Background: an optimization exercise with open tools, aiming at small area, a short achievable clock period and few clock cycles per item. Do not read the settings as production practice. Only simulation tests tie the RTL to the original design; equivalence was not proved. No activity file was given, so power comes from the tool's default toggle rates.

v6:
==> flow/design.v (excerpt) <==
module lc4_processor
   (input  wire        clk,
    input  wire        rst,
    input  wire        gwe,
    output wire [15:0] o_cur_pc,
    input  wire [15:0] i_cur_insn,
    output wire [15:0] o_dmem_addr,
    input  wire [15:0] i_cur_dmem_data,
    output wire        o_dmem_we,
    output wire [15:0] o_dmem_towrite,
    output wire [1:0]  test_stall,
    output wire [15:0] test_cur_pc,
    output wire [15:0] test_cur_insn,
    output wire        test_regfile_we,
    output wire [2:0]  test_regfile_wsel,
    output wire [15:0] test_regfile_data,
    output wire        test_nzp_we,
    output wire [2:0]  test_nzp_new_bits,
    output wire        test_dmem_we,
    output wire [15:0] test_dmem_addr,
    output wire [15:0] test_dmem_data,
    input  wire [7:0]  switch_data,
    output wire [7:0]  led_data);
Size in the first run: about 200 flip-flops, ~17000 um2 of cells after synthesis.
clock: 70.0 ns
lec_check: 0
cap_margin: 20
core_margin: 2
core_utilization: 30
slew_margin: 20
synth_hierarchical: 1
standard.sh (not shown) runs the stock make flow with config.mk's settings and CLKGATE_MAP_FILE= SYNTH_SCRIPT=/design/flow/synth_recipe.tcl, a recipe that flattens the netlist after the stock synthesis.
==> flow/flow/run.sh <==
#!/bin/bash
# The standard layout, except that the ports are buffered with buf_1
# cells instead of the delay buffers buffer_ports picks by default, and the
# pin placer keeps the load data pins next to the outputs that pass it on
# (test_regfile_data, test_dmem_data, test_nzp_new_bits). Each make run's
# full output goes to a log file of its own here.
set -euo pipefail
bash standard.sh synth > flow_synth.log 2>&1
bash standard.sh "BUFFER_PORTS_ARGS=-buffer_cell sky130_fd_sc_hd__buf_1" \
  "PLACE_PINS_ARGS=-group_pins {i_cur_dmem_data[0] test_regfile_data[0] test_dmem_data[0] i_cur_dmem_data[1] test_regfile_data[1] test_dmem_data[1] i_cur_dmem_data[2] test_regfile_data[2] test_dmem_data[2] i_cur_dmem_data[3] test_regfile_data[3] test_dmem_data[3] i_cur_dmem_data[4] test_regfile_data[4] test_dmem_data[4] i_cur_dmem_data[5] test_regfile_data[5] test_dmem_data[5] i_cur_dmem_data[6] test_regfile_data[6] test_dmem_data[6] i_cur_dmem_data[7] test_regfile_data[7] test_dmem_data[7] test_nzp_new_bits[0] test_nzp_new_bits[1] test_nzp_new_bits[2] i_cur_dmem_data[8] test_regfile_data[8] test_dmem_data[8] i_cur_dmem_data[9] test_regfile_data[9] test_dmem_data[9] i_cur_dmem_data[10] test_regfile_data[10] test_dmem_data[10] i_cur_dmem_data[11] test_regfile_data[11] test_dmem_data[11] i_cur_dmem_data[12] test_regfile_data[12] test_dmem_data[12] i_cur_dmem_data[13] test_regfile_data[13] test_dmem_data[13] i_cur_dmem_data[14] test_regfile_data[14] test_dmem_data[14] i_cur_dmem_data[15] test_regfile_data[15] test_dmem_data[15]}" finish > flow_finish.log 2>&1
v6 closes out successfully: all stages finished, all timing, DRC and antenna checks passed.
Testbench counts of v6, summed over its fixed seeds: cycles 164,976, insns 160,000.
> inputs changed (v6 -> v7)
--- a/flow/design.v
+++ b/flow/design.v
@@ -78,22 +78,34 @@
                   input  wire        a15,       
                   input  wire        b15,
                   input  wire [2:0]  lsel,
                   output wire [15:0] s,
                   output wire [15:0] addres,    
                   output wire [15:0] logres);
    assign s = ap ^ cy[15:0];
    wire lt = cmpu ? ~cy[16] : ((a15 ^ b15) ? a15 : s[15]);
    assign addres = is_cmp ? {lt, s[14:1], s[0] | s[15]} : s;
    assign logres = ({16{lsel[0]}} & ag) | ({16{lsel[1]}} & (ap | ag)) | ({16{lsel[2]}} & ap);
 endmodule
+module lc4_inc16(input  wire [15:0] a,
+                 output wire [15:0] y);
+   wire [16:0] c;
+   assign c[0] = 1'b1;
+   genvar gj;
+   generate
+      for (gj = 0; gj < 16; gj = gj + 1) begin : g_c
+         assign c[gj+1] = a[gj] & c[gj];
+      end
+   endgenerate
+   assign y = a ^ c[15:0];
+endmodule
 `timescale 1ns / 1ps
 `default_nettype none
 module lc4_lt16(input  wire [15:0] x,
                 input  wire [15:0] y,
                 output wire        lt);
    wire [16:0] c;
    assign c[0] = 1'b0;
    genvar j;
    generate
       for (j = 0; j < 16; j = j + 1) begin : g_c
          assign c[j+1] = (~x[j] & y[j]) | (~x[j] & c[j]) | (y[j] & c[j]);
@@ -462,23 +474,24 @@
    lc4_opamux oa(.sel({dstep, use_mul, use_pc, ~use_pc & ~use_mul & ~dstep}), .a(a), .pc(pc),
                  .ra(mra), .x0(x0), .opa(opa));
    lc4_opbmux os(.sel(osel), .b(b), .rb(mrb), .imm(ir[10:0]), .opb(opb));
    wire [15:0] ap, ag;
    wire [16:0] cy;
    wire [2:0]  lsel = {~ir[5] & ir[3], ~ir[5] & ir[4] & ~ir[3], ir[5] | ~ir[4] & ~ir[3]};
    lc4_pg     pg(.opa(opa), .opb(opb), .neg(neg), .ap(ap), .ag(ag));
    lc4_carry  ca(.ap(ap), .ag(ag), .cin(cin), .cy(cy));
    lc4_sumlog sl(.ap(ap), .ag(ag), .cy(cy), .is_cmp(is_cmp), .cmpu(ir[7]), .a15(opa[15]),
                  .b15(opb[15]), .lsel(lsel), .s(s), .addres(addres), .logres(logres));
    wire [15:0] sx9  = {{7{ir[8]}}, ir[8:0]};
-   wire [15:0] pc1 = pc + 16'd1;
+   wire [15:0] pc1;
+   lc4_inc16 inc(.a(pc), .y(pc1));
    wire ok0 = rem_in[15] | cy[16];
    wire [15:0] rem_1 = ok0 ? s : opa;
    wire bnz = b != 16'd0;
    wire lt2;
    lc4_lt16 lt(.x({1'b0, a[15:1]}), .y(b), .lt(lt2));
    wire early = c0 & (~bnz | lt2);
    wire busy  = is_long & ~dlast & ~early;    
    wire [15:0] res;
    wire [7:0]  rsel;
    assign rsel[0] = (is_arith & ~is_div) | is_cmp |               
                     (is_shift & ir[5:4] == 2'b00);                
- Number of tap instances came out exactly the same in v7 and v6.
- From v6 to v7 the numbers moved as follows: fraction of area in multi-input gates now smaller, post-route cell area closely matched the old numbers, worst clock skew has increased.
- According to the power report, total power for v7 is higher than for v6.
- For mux share of post-synthesis cell area, v7 and v6 come out practically identical.
- Worst setup slack ends up lower on v6.
- The worst hold slack of v6 and that of v7 are within noise of each other.
- Changes observed in v7 relative to v6: power density relative to cell area has increased, met3 usage in global routing has remained practically unchanged.
- The sequential share of layout area was comparable across v7 and v6.
Testbench counts of v7, summed over its fixed seeds: cycles 164,976, insns 160,000.

[re-timing with driven ports]
The results above use ideal ports. As a check the final layouts listed here were re-extracted and re-timed, cells and wires unchanged. Step 1 (the two cells are an assumption about what drives the block):
set clk [get_ports {clk}]
set_driving_cell -lib_cell sky130_fd_sc_hd__clkbuf_16 $clk
set_driving_cell -lib_cell sky130_fd_sc_hd__buf_2 [delete_from_list [all_inputs] $clk]
Step 2, shift: input delay + t, output delay - t, t = (earliest + latest rising clock arrival at the registers) / 2. This alone moves slack from input paths to output paths. Three values: ideal ports, drivers, drivers and shift; two values: the first two.
run	shift t [ns]	slack for setup (ns)	worst hold slack (ns)	worst setup path after step 2	worst register clock-pin slew, ns
v6	0.533	40.945 / 40.925 / 40.925	0.445 / 0.445 / 0.445	input to output	0.09 / 0.09
v7	0.530	41.000 / 40.979 / 40.979	0.443 / 0.443 / 0.443	input to output	0.10 / 0.10
After both steps setup and hold are still met in every run listed. The setup slack of v7, which loses most, moves by -0.021 ns with the drivers and by -0.021 ns with both steps.
